This is an optimization exercise on Yosys and OpenROAD, whose aim is small area and a short achievable clock period, not a production implementation.
The RTL was checked by simulation tests, not by an equivalence proof against the original design.
Power figures rest on the tool's default switching activity, not on a simulated workload.

## flow/design.v (module list and top-level ports; edited modules follow where they fit)
// module cla32: 3 lines
// module wallace_mul: 950 lines
// module csa_fa: 4 lines
// module csa_ha: 4 lines
module wallace_mul(input [15:0] a, input [15:0] b, output [32:0] out, input clk);
  // ...
==> flow/run.sh <==
#!/bin/bash
# synth_recipe.tcl (not shown) runs the flow's synth.tcl, then flattens the netlist and writes it again
# the make line also repeats each setting of config.mk as NAME=value (left out here)
make -C /OpenROAD-flow-scripts/flow DESIGN_CONFIG=/design/flow/config.mk WORK_HOME=/design/flow/orfs CLKGATE_MAP_FILE= SYNTH_SCRIPT=/design/flow/synth_recipe.tcl finish
==> flow/config.mk <==
export PLATFORM = sky130hd
export DESIGN_NAME = wallace_mul
export DESIGN_NICKNAME = wallace_mul
export VERILOG_FILES = /design/flow/design.v
export SDC_FILE = /design/flow/constraint.sdc
export NUM_CORES = 4
export LEC_CHECK = 0
export CAP_MARGIN = 20
export CORE_MARGIN = 2
export CORE_UTILIZATION = 40
export CTS_BUF_LIST = sky130_fd_sc_hd__clkbuf_16
export CTS_CLUSTER_DIAMETER = 60
export CTS_CLUSTER_SIZE = 40
export PLACE_DENSITY = 0.6
export SETUP_SLACK_MARGIN = 2.5
export SLEW_MARGIN = 20
export SYNTH_HIERARCHICAL = 1
export SYNTH_MINIMUM_KEEP_SIZE = 0
==> flow/constraint.sdc <==
create_clock -name core_clock -period 4.4 [get_ports {clk}]
set_input_delay 0.8800 -clock core_clock [delete_from_list [all_inputs] [get_ports {clk}]]
set_output_delay 0.8800 -clock core_clock [all_outputs]
set_load 0.01 [all_outputs]
==> flow_summary.json, run 1 <==
{
  "synth_common_cells": "388 x dfxtp_1, 147 x xnor2_1, 120 x a22oi_1, 114 x fa_1, 73 x clkbuf_1",
  "gr-total-overflow": 0,
  "initial_core_util_pct": 40.3,
  "inverters": 28,
  "p_comb_share_pct": 29.8,
  "top_layer_used": "met4",
  "nNetsFinal": 1304,
  "grt_pass1_vias": 7896,
  "fin_ws_ps": 2510,
  "dp.cells": 1549,
  "met2_length_mm": 12.5,
  "whs_endpoint": "p6[18]$_DFF_P_",
  "hold_viol_final": 0,
  "intPower_uw": 8080,
  "worstSetupPathType": "reg -> out",
  "path_buf_inv": 1,
  "synth-compound-area-share_pct": 9.33,
  "path_depth": 1,
  "die_x_um": 193,
  "path_clk_slew_ps": 90,
  "status": "timing/DRC/antenna clean",
  "slew_headroom_pct": 55.6,
  "cp.arrival_ps": 1010,
  "die-height_um": 193,
  "pwr-share-seq_pct": 45.9,
  "period_minus_slack_ps": 1890,
  "p_per_area_mw_per_mm2": 736,
  "grt_use_met2_pct": 24.1,
  "antenna_left": 0
}
==> inputs of run 2 (changes only) <==
--- a/flow/config.mk
+++ b/flow/config.mk
@@ -9,8 +9,8 @@
 export CORE_MARGIN = 2
 export CORE_UTILIZATION = 40
 export CTS_BUF_LIST = sky130_fd_sc_hd__clkbuf_16
-export CTS_CLUSTER_DIAMETER = 60
-export CTS_CLUSTER_SIZE = 40
+export CTS_CLUSTER_DIAMETER = 80
+export CTS_CLUSTER_SIZE = 30
 export PLACE_DENSITY = 0.6
 export SETUP_SLACK_MARGIN = 2.5
 export SLEW_MARGIN = 20
==> run 2 against run 1 <==
  * Hold slack better by 5.6 ps
  * Via count is 1.4% lower
  * Synthesized cell count stayed put
  * Core utilization is 1.2 points lower
  * Register-to-register slack better by 30 ps
  * Die area stayed put
  * Clock skew is 9.6 ps lower
  * Largest cell class unchanged
==> flow_summary.json, run 2 <==
{
  "fin_ws_ps": 2550,
  "fp-row-count": 69,
  "hold_viol_final": 0,
  "multiInputGateArea_mm2": 0.00631,
  "setup_violations": 0,
  "dr_total_vias": 7585,
  "required_ps": 4810,
  "tightest_slew_ps": 705,
  "place_congestion": 0.850,
  "rsz0062_at_grt": "yes",
  "worstSetupPathType": "reg -> reg",
  "drt-wirelength-per-cell_um": 17.4,
  "p_per_area_mw_per_mm2": 708,
  "cp.arrival_ps": 2270,
  "grt_max_degree": 32,
  "clkLatencyLatePin_ps": 530,
  "gr-total-overflow": 0,
  "dr.pass1.iters": 5,
  "pre_cts_ws_ps": 2370,
  "finClkSkew_ps": 15.9,
  "slew_violations": 0,
  "cts_made_buffers": 19,
  "crit_path_end_kind": "flip-flop",
  "seq_area_mm2": 0.00782,
  "nNetsFinal": 1297,
  "hpwl_mm": 18.8,
  "synth_edf_count": 0,
  "timing.final.crit_share_pct": 42.1,
  "synth_top_cell_by_area": "dfxtp_1",
  "num-fill-cells": 3239,
  "design_area_mm2": 0.0160,
  "path_max_fanout": 3,
  "grt_pass1_wl_mm": 43.9,
  "drc_errors": 0,
  "drt_iter0_drc": 464,
  "drt-vias-per-instance": 4.80,
  "ioPinCount": 66,
  "whs_ps": 333,
  "synth_common_cells": "388 x dfxtp_1, 147 x xnor2_1, 120 x a22oi_1, 114 x fa_1, 73 x clkbuf_1",
  "final.setup.tns_ps": 0,
  "hold_class": "reg -> reg",
  "synth_nets": 1292,
  "total_power_uw": 11300,
  "antenna_cells": 0,
  "antenna_found_initial": 0,
  "reg.largest.list": "p5: 32 flops, p6: 32 flops, p7: 32 flops",
  "irDropWorstVdd_mv": 0.307,
  "p_leak_uw": 0.00615,
  "initial_core_util_pct": 40.3,
  "synth_area_mm2": 0.0143,
  "cts_tree": "yes",
  "slew_headroom_pct": 52.9,
  "clockBufferDepth": 3,
  "ys_ff_latch": 388,
  "async_reset_ff_share_pct": 0,
  "period_minus_slack_ps": 1850,
  "antenna_left": 0,
  "synth_cells": 1108,
  "drive_gt1_share_pct": 13.1,
  "grt_usage_pct": 15.2,
  "startpoint_type": "flip-flop",
  "core-area_mm2": 0.0354,
  "port_buffers": 64,
  "synthFlopType": "dfxtp_1",
  "area_growth_pct": 11.9,
  "htree_levels": 1,
  "cap_violations": 0,
  "clockRootBuffer": "clkbuf_16",
  "status": "timing/DRC/antenna clean",
  "die_x_um": 193,
  "syn_area_per_cell_um2": 12.9,
  "fmax_ghz": 0.540,
  "dieArea_mm2": 0.0372,
  "yosysTopAreaCellShare_pct": 54.4,
  "path_clk_slew_ps": 100,
  "yosysUniqueCellTypes": 47,
  "place_area_mm2": 0.0152,
  "wirelength_mm": 27.6,
  "ys_seq_area_share_pct": 54.4,
  "synth_most_common_cell": "dfxtp_1",
  "synth_area_leaders": "dfxtp_1 54%, fa_1 16%, xnor2_1 9.0%",
  "die-height_um": 193,
  "cts.sinks": 388,
  "ys_warn_count": 7,
  "final_common_cell": "dfxtp_1",
  "layout_common_cells": "347 x dfxtp_1, 147 x xnor2_1, 120 x a22oi_1",
  "grt_pass1_vias": 7844
}
-- run 2: cell counts after synthesis --
Identical to the previous run, type by type.
-- run 2: modules after synthesis (local to each module, per instance) --
| module | flops+latches | cell area, um^2 | times used | cells inside |
|---|---|---|---|---|
| csa_ha | 0 | 12.5 | 7 | 1 |
| csa_fa | 0 | 20.0 | 112 | 1 |
| wallace_mul | 388 | 11900 | 1 | 989 |
-- run 2: metrics by stage --
stage,utilization (%),cells
2_1_floorplan,-,1108
3_3_place_gp,42.9,1549
3_5_place_dp,42.9,1549
4_1_cts,44.4,1577
5_1_grt,45.1,1580
6_report,45.1,1580
-- run 2: worst max-delay path, cell delays in order (launching register included) --
cell and delay (ps):
dfxtp_2 350, ha_1 280, a21o_1 170, and4_2 280, o21ba_4 220, o21ai_2 160, o21ai_0 130, xor2_1 160
-- run 2: cell type report --
class	count	share of cell area, %
clock buffers	19	2.98
flip-flops and latches	388	48.9
well taps	461	3.61
inverters	28	0.658
clock inverters	8	0.822
repair buffers	71	3.49
multi-input cells	605	39.5
-- run 2: cells by family (layout without fill, tap and decap cells) --
group | after synthesis | in the layout | share of synthesized area [%]
AND/OR/NAND/NOR | 104 | 104 | 3.78
buffers and inverters | 115 | 126 | 3.17
XOR/XNOR | 164 | 164 | 10.1
flip-flops | 388 | 388 | 54.4
AO/OA/AOI/OAI | 185 | 185 | 9.33
other | 1 | 1 | 0.0263
adder cells (fa/ha/maj) | 151 | 151 | 19.2
-- run 2: path summary, 6_finish.rpt --
kind | cells after the start | endpoint | startpoint | slack, ps
worst max-delay path | 7 | p5[28]$_DFF_P_ | q4_c107$_DFF_P_ | 2550
worst min-delay path | 0 | p7[1]$_DFF_P_ | p6[1]$_DFF_P_ | 330
worst max register to register | 7 | p5[28]$_DFF_P_ | q4_c107$_DFF_P_ | 2550
worst min register to register | 0 | p7[1]$_DFF_P_ | p6[1]$_DFF_P_ | 330
-- run 2: timing repair --
item / in CTS / in global routing
buffers inserted: 1 / 3
resized for setup: 165 / 60
hold buffers: 0 / 0
pin swaps: 4 / 17
endpoints found under the setup margin: 91 / 59
-- run 2: report_power, final --
group / switching (uW) / internal [uW] / total (uW)
logic: 1900 / 1810 / 3710
clock network: 1150 / 897 / 2040
registers: 664 / 4900 / 5560
total: 3700 / 7610 / 11300
-- run 2: layer usage --
metal	GRT usage, %	vias up	part of all wire [%]
met3	2.56	33	5.8
met5	0	-	0
met1	21.7	3716	47
met2	24.0	198	45
met4	3.90	0	1.9
li1	-	3638	-
==> inputs of run 3 (changes only) <==
--- a/flow/config.mk
+++ b/flow/config.mk
@@ -9,8 +9,8 @@
 export CORE_MARGIN = 2
 export CORE_UTILIZATION = 40
 export CTS_BUF_LIST = sky130_fd_sc_hd__clkbuf_16
-export CTS_CLUSTER_DIAMETER = 80
-export CTS_CLUSTER_SIZE = 30
+export CTS_CLUSTER_DIAMETER = 120
+export CTS_CLUSTER_SIZE = 28
 export PLACE_DENSITY = 0.6
 export SETUP_SLACK_MARGIN = 2.5
 export SLEW_MARGIN = 20
==> run 3 against run 2 <==
  * Non-clock buffer count decreased by 1
  * Sequential power about the same
  * Largest cell class unchanged
  * Count of clock-buffer cells in the layout decreased by 2
  * Synthesized cell count unchanged
  * Flip-flop and latch count unchanged
  * Highest routed layer is now met5
  * Register-to-register slack about the same
==> flow_summary.json, run 3 <==
{
  "synth_most_common_cell": "dfxtp_1",
  "fp-row-count": 69,
  "grt_usage_pct": 15.2,
  "max_stage_delay_ps": 370,
  "met1_usage_pct": 21.5,
  "worstSetupPathType": "reg -> reg",
  "slew_violations": 0,
  "setup_violations": 0,
  "htree_levels": 1,
  "hold_viol_final": 0,
  "crit_path_end_kind": "flip-flop",
  "yosysUniqueCellTypes": 47,
  "irDropWorstVdd_mv": 0.339,
  "nNetsFinal": 1294,
  "period_minus_slack_ps": 1860,
  "drt_iter0_drc": 442,
  "reg.largest.list": "p5: 32 flops, p6: 32 flops, p7: 32 flops",
  "synth_mux_area_share_pct": 0,
  "num-fill-cells": 3264,
  "multiInputGateArea_mm2": 0.00630,
  "synth_top_cell_by_area": "dfxtp_1",
  "tightest_slew_ps": 663,
  "core-area_mm2": 0.0354,
  "fmax_ghz": 0.537,
  "synthFlopType": "dfxtp_1",
  "dieArea_mm2": 0.0372,
  "synth_edf_count": 0,
  "ys_warn_count": 7,
  "cp.arrival_ps": 2300,
  "required_ps": 4840,
  "rsz0062_at_grt": "yes",
  "wirelength_mm": 27.3,
  "drc_errors": 0,
  "grt_max_degree": 32,
  "path_buf_inv": 0,
  "place_congestion": 0.850,
  "seq_area_mm2": 0.00782,
  "hold_class": "reg -> reg",
  "fin_util_pct": 44.6,
  "drt-wirelength-per-cell_um": 17.4,
  "clkLatencyLatePin_ps": 520,
  "hpwl_mm": 18.8,
  "path_max_fanout": 5,
  "p_leak_uw": 0.00607,
  "die-height_um": 193,
  "total_power_uw": 11000,
  "clockRootBuffer": "clkbuf_16",
  "synth_top_family_by_area": "adder cells",
  "synthSimpleGateAreaFrac_pct": 3.78,
  "cap_violations": 0,
  "die_x_um": 193,
  "ioPinCount": 66,
  "synthXorXnorAreaFrac_pct": 10.1,
  "crit_slowest_cell": "or3_4",
  "syn_area_per_cell_um2": 12.9,
  "final_common_cell": "dfxtp_1",
  "cts_tree": "yes",
  "antenna_found_initial": 1,
  "antenna_left": 0,
  "path_clk_slew_ps": 100,
  "ys_ff_latch": 388,
  "layout_common_cells": "348 x dfxtp_1, 147 x xnor2_1, 120 x a22oi_1",
  "startpoint_type": "flip-flop",
  "yosysTopAreaCellShare_pct": 54.4,
  "crit_chain": "ha_4 > nand2_1 > o211a_1 > or3_4 > and3_1 > o21ai_2 > xor2_1",
  "synth_cells": 1108,
  "cts.sinks": 388,
  "area_growth_pct": 10.5,
  "cts_made_buffers": 17,
  "design_area_mm2": 0.0158,
  "finClkSkew_ps": 24.5,
  "synth_nets": 1292,
  "busiest_layer": "met2",
  "status": "timing/DRC/antenna clean",
  "place_area_mm2": 0.0152,
  "grt_pass1_wl_mm": 43.8,
  "port_buffers": 64,
  "drt-vias-per-instance": 4.83,
  "timing.final.crit_share_pct": 42.3,
  "cts_hold_buf": 0,
  "globalRouteMet3Util_pct": 3.00,
  "drive_gt1_share_pct": 12.2,
  "dr_total_vias": 7580,
  "p_per_area_mw_per_mm2": 697,
  "synth_area_mm2": 0.0143,
  "slew_headroom_pct": 55.8,
  "grt_pass1_vias": 7874,
  "antenna_cells": 0,
  "crit_family": "simple AND/OR/NAND/NOR gates",
  "initial_core_util_pct": 40.3,
  "grt_use_met2_pct": 23.8,
  "async_reset_ff_share_pct": 0,
  "gr-total-overflow": 0,
  "final.setup.tns_ps": 0,
  "dr.pass1.iters": 5,
  "synth_area_leaders": "dfxtp_1 54%, fa_1 16%, xnor2_1 9.0%",
  "clockBufferDepth": 3,
  "synth-compound-area-share_pct": 9.33,
  "synthAdderAreaFrac_pct": 19.2,
  "synth_common_cells": "388 x dfxtp_1, 147 x xnor2_1, 120 x a22oi_1, 114 x fa_1, 73 x clkbuf_1",
  "ys_seq_area_share_pct": 54.4
}
==> run 3: logic make-up after synthesis <==
family / count (synthesis)
XOR/XNOR: 164
buffers and inverters: 115
adder cells (fa/ha/maj): 151
flip-flops: 388
other: 1
AO/OA/AOI/OAI: 185
AND/OR/NAND/NOR: 104
==> run 3: worst register-to-register path, stage by stage, from the launching register on <==
cell	delay [ps]
dfxtp_1	340
ha_4	290
nand2_1	70
o211a_1	250
or3_4	370
and3_1	190
o21ai_2	130
xor2_1	140
==> run 3: metrics by stage <==
stage / setup slack (ps) / std cells / hold WS (ps)
after floorplan: 2580 / 1108 / 310
after global placement: 2390 / 1549 / 312
after CTS: 2370 / 1568 / 326
final: 2540 / 1570 / 325
after global routing: 2480 / 1570 / 333
after detailed placement: 2370 / 1549 / 312
==> run 3: path summary, 6_finish.rpt <==
kind / endpoint / from / slack (ps) / depth (start not counted)
worst max-delay path: p5[27]$_DFF_P_ / q4_s110$_DFF_P_ / 2540 / 7
worst min-delay path: q3_q2_c1$_DFF_P_ / q2_c1$_DFF_P_ / 330 / 0
worst max register to register: p5[27]$_DFF_P_ / q4_s110$_DFF_P_ / 2540 / 7
worst min register to register: q3_q2_c1$_DFF_P_ / q2_c1$_DFF_P_ / 330 / 0
==> run 3: repair_timing <==
| item | 4_1_cts | 5_1_grt |
|---|---|---|
| buffers inserted | 1 | 2 |
| setup endpoints to repair | 94 | 53 |
| gates resized for setup | 162 | 57 |
| pin swaps | 5 | 11 |
==> run 3: cell type report <==
cell class                      instances  area share [%]
Multi-Input combinational cell        605            39.9
Sequential cell                       388            49.6
Tap cell                              461            3.66
Timing Repair Buffer                   70            3.33
Clock buffer                           17            2.70
Clock inverter                          1           0.190
Inverter                               28           0.666
==> run 3: modules after synthesis, one instance, submodules excluded <==
module,area [um^2],cells inside,copies in the design
wallace_mul,11900,989,1
csa_ha,12.5,1,7
csa_fa,20.0,1,112
==> run 3: metal layers <==
layer / part of all wire, % / routed length [um] / vias up
met2: 45 / 12200 / 201
met3: 6.5 / 1760 / 41
met5: 0.048 / 13 / -
met4: 2.0 / 551 / 2
li1: - / - / 3630
met1: 47 / 12700 / 3706
==> run 3: power by group <==
group	switching, uW	internal, uW	total, uW
combinational	1910	1780	3690
sequential	653	4900	5550
clock	994	759	1750
==> inputs of run 4 (changes only) <==
--- a/flow/config.mk
+++ b/flow/config.mk
@@ -12,7 +12,7 @@
 export CTS_CLUSTER_DIAMETER = 120
 export CTS_CLUSTER_SIZE = 28
 export PLACE_DENSITY = 0.6
-export SETUP_SLACK_MARGIN = 2.5
+export SETUP_SLACK_MARGIN = 2.6
 export SLEW_MARGIN = 20
 export SYNTH_HIERARCHICAL = 1
 export SYNTH_MINIMUM_KEEP_SIZE = 0
==> run 4 against run 3 <==
  * Still clean on timing, DRC and antenna
  * Cell area grew 1.5%
  * Flip-flop and latch count unchanged
  * Global-route usage shrank 0.16 points
  * Sequential share of layout area shrank 0.59 points
  * First-iteration DRC count grew 15%
  * Cell count increased by 0.89%
  * Clock power up 2%
  * Clock skew fell by 5.9 ps
  * Wire length is 0.42% higher
  * Synthesized cell count stayed put
  * Critical path type unchanged
  * Largest cell class unchanged
  * Largest power group unchanged
==> flow_summary.json, run 4 <==
{
  "antenna_left": 0,
  "intPower_uw": 7660,
  "synth_most_common_cell": "dfxtp_1",
  "p_per_area_mw_per_mm2": 706,
  "antenna_found_initial": 1,
  "slew_violations": 0,
  "ioPinCount": 66,
  "multiInputGateArea_mm2": 0.00635,
  "fmax_ghz": 0.543,
  "status": "timing/DRC/antenna clean",
  "cap_violations": 0,
  "initial_core_util_pct": 40.3,
  "dr_total_vias": 7663,
  "async_reset_ff_share_pct": 0,
  "synth_nets": 1292,
  "final.setup.tns_ps": 0,
  "finClkSkew_ps": 18.6,
  "crit_path_end_kind": "flip-flop",
  "place_congestion": 0.837,
  "layout_common_cells": "329 x dfxtp_1, 147 x xnor2_1, 120 x a22oi_1",
  "dieArea_mm2": 0.0372,
  "yosysTopAreaCellShare_pct": 54.4,
  "ys_seq_area_share_pct": 54.4,
  "die-height_um": 193,
  "cts_tree": "yes",
  "startpoint_type": "flip-flop",
  "nNetsFinal": 1307,
  "grt_pass1_vias": 7863,
  "ys_ff_latch": 388,
  "tightest_slew_ps": 568,
  "port_buffers": 64,
  "synthFlopType": "dfxtp_1",
  "switching_share_pct": 32.2,
  "cts_hold_buf": 0,
  "gr-total-overflow": 0,
  "timing.final.crit_share_pct": 41.9,
  "hold_depth": 0,
  "seq_area_mm2": 0.00784,
  "syn_area_per_cell_um2": 12.9,
  "drive_gt1_share_pct": 15.9,
  "core-area_mm2": 0.0354,
  "wirelength_mm": 27.4,
  "htree_levels": 1,
  "fp-row-count": 69,
  "p_comb_share_pct": 34.7,
  "drt-vias-per-instance": 4.84,
  "synth_common_cells": "388 x dfxtp_1, 147 x xnor2_1, 120 x a22oi_1, 114 x fa_1, 73 x clkbuf_1",
  "clockRootBuffer": "clkbuf_16",
  "cp.arrival_ps": 2260,
  "rsz0062_at_grt": "yes",
  "whs_endpoint": "p7[6]$_DFF_P_",
  "synth_area_leaders": "dfxtp_1 54%, fa_1 16%, xnor2_1 9.0%",
  "dr.pass1.iters": 5,
  "period_minus_slack_ps": 1840,
  "clockBufferDepth": 3,
  "yosysUniqueCellTypes": 47,
  "reg2reg_from": "q4_s111$_DFF_P_",
  "synth_edf_count": 0,
  "clkLatencyLatePin_ps": 530,
  "p_switching_uw": 3640,
  "worstSetupPathType": "reg -> reg",
  "drt-wirelength-per-cell_um": 17.3,
  "synth_top_cell_by_area": "dfxtp_1",
  "r2r_cells": 7,
  "drt_iter0_drc": 509,
  "area_growth_pct": 12.2,
  "irDropWorstVdd_mv": 0.277,
  "synth_cells": 1108,
  "r2r_end": "p5[31]$_DFF_P_",
  "synth_area_mm2": 0.0143,
  "total_power_uw": 11300,
  "cts.sinks": 388,
  "min_from": "p6[6]$_DFF_P_",
  "required_ps": 4810,
  "slew_headroom_pct": 62.1,
  "p_leak_uw": 0.00616,
  "clock_power_share_pct": 15.9,
  "reg.largest.list": "p5: 32 flops, p6: 32 flops, p7: 32 flops",
  "grt_pass1_wl_mm": 43.3,
  "antenna_cells": 0,
  "path_max_fanout": 4,
  "num-fill-cells": 3209,
  "hold_class": "reg -> reg",
  "ys_warn_count": 7,
  "path_clk_slew_ps": 100,
  "drc_errors": 0,
  "grt_max_degree": 32,
  "die_x_um": 193,
  "grt_usage_pct": 15.0,
  "setup_violations": 0,
  "hpwl_mm": 18.7,
  "hold_viol_final": 0,
  "rrSetupSlack_ps": 2560,
  "cts_made_buffers": 17,
  "final_common_cell": "dfxtp_1",
  "pwr-share-seq_pct": 49.5
}
==> run 4: cell count changes in the layout (fill, tap and decap cells not counted), sizes merged <==
cell,before,now
buf,38,51
inv,28,29
==> run 4: through the flow <==
stage	hold slack (ps)	worst slack (ps)	cell area, um^2	util [%]	instances
after floorplan	310	2600	14300	-	1108
after global placement	313	2400	15200	42.9	1550
after detailed placement	312	2380	15200	42.9	1550
after CTS	326	2510	15800	44.6	1577
after global routing	334	2490	16000	45.2	1584
final	329	2560	16000	45.2	1584
==> run 4: cell families after synthesis <==
kind of cell / share of synthesized area, %
adders and majority gates: 19.2
AOI/OAI and AO/OA: 9.33
buffers and inverters: 3.17
and+or+nand+nor: 3.78
other: 0.0263
xor gates and xnor gates: 10.1
DFF: 54.4
==> run 4: layout make-up <==
type	count	share of cell area [%]
clock buffers	17	2.66
clock inverters	2	0.242
inverters	28	0.656
multi-input cells	605	39.6
flip-flops and latches	388	49.0
well taps	461	3.60
repair buffers	83	4.24
==> run 4: routing by layer <==
layer | share of wire (%) | GRT usage [%] | wire length (um) | vias to the layer above
li1 | - | - | - | 3655
met4 | 2.3 | 4.40 | 620 | 0
met2 | 45 | 24.1 | 12300 | 206
met1 | 47 | 21.0 | 12900 | 3760
met5 | 0 | 0 | 0 | -
met3 | 5.6 | 2.49 | 1530 | 42
==> run 4: repair_timing <==
item / in CTS / in global routing
buffers inserted: 8 / 7
setup endpoints to repair: 132 / 84
pin swaps: 18 / 25
gates resized for setup: 204 / 51
==> run 4: modules after synthesis (local to each module, per instance) <==
module,copies in the design,flip-flops and latches
csa_ha,7,0
csa_fa,112,0
wallace_mul,1,388
==> run 4: worst max-delay path, cell delays in order, from the launching register on <==
cell	delay, ps
dfxtp_2	340
ha_4	280
nand2_2	50
o211a_1	250
or3_4	370
a211oi_2	220
o21ai_1	100
xnor2_1	120
==> run 4: how the worst max path moves through the flow <==
| stage | start | endpoint | slack [ps] | depth (start not counted) |
|---|---|---|---|---|
| 2_1_floorplan | q4_c109$_DFF_P_ | p5[31]$_DFF_P_ | 2600 | 7 |
| 3_3_place_gp | ra1[9]$_DFF_P_ | q2_s15$_DFF_P_ | 2400 | 3 |
| 3_5_place_dp | ra1[12]$_DFF_P_ | q2_s29$_DFF_P_ | 2380 | 3 |
| 4_1_cts | p7[24]$_DFF_P_ | out[24] | 2510 | 1 |
| 5_1_grt | q4_c110$_DFF_P_ | p5[31]$_DFF_P_ | 2490 | 7 |
| 6_report | q4_s111$_DFF_P_ | p5[31]$_DFF_P_ | 2560 | 7 |
==> run 4: power by group through the flow <==
stage          logic [uW]  clock network [uW]  registers, uW
6_report             3920                1790           5590
5_1_grt              4420                1990           5730
4_1_cts              3680                1880           5580
3_5_place_dp         3500                   0           5620
3_3_place_gp         3470                   0           5590
2_1_floorplan        2370                   0           5430

## port drivers added, routing unchanged
No port has a modelled driver above. Below, the same layouts with a new extraction and two added sets of constraints. Step 1 (the two cells are an assumption about what drives the block):
set clk [get_ports {clk}]
set_driving_cell -lib_cell sky130_fd_sc_hd__clkbuf_16 $clk
set_driving_cell -lib_cell sky130_fd_sc_hd__buf_2 [delete_from_list [all_inputs] $clk]
Step 2 moves the port delays by t, midway between the first and last clock arrival at a register: inputs arrive t later, outputs are due t later. That takes back most of the time a late clock gives input paths. a / b / c = ideal ports / drivers / drivers and shift; a / b = the first two.
run | t, ns | setup slack, ns | hold slack, ns | clock arrival spread, ns | cell pins on the clock port's net
run 1 | 0.603 | 2.508 / 2.459 / 2.523 | 0.327 / 0.327 / 0.327 | 0.031 / 0.031 | 1
run 2 | 0.569 | 2.547 / 2.501 / 2.547 | 0.333 / 0.333 / 0.333 | 0.018 / 0.018 | 1
run 3 | 0.557 | 2.539 / 2.505 / 2.539 | 0.325 / 0.325 / 0.325 | 0.028 / 0.028 | 1
run 4 | 0.568 | 2.558 / 2.512 / 2.558 | 0.329 / 0.329 / 0.329 | 0.021 / 0.021 | 1
After both steps every run listed still meets setup and hold.
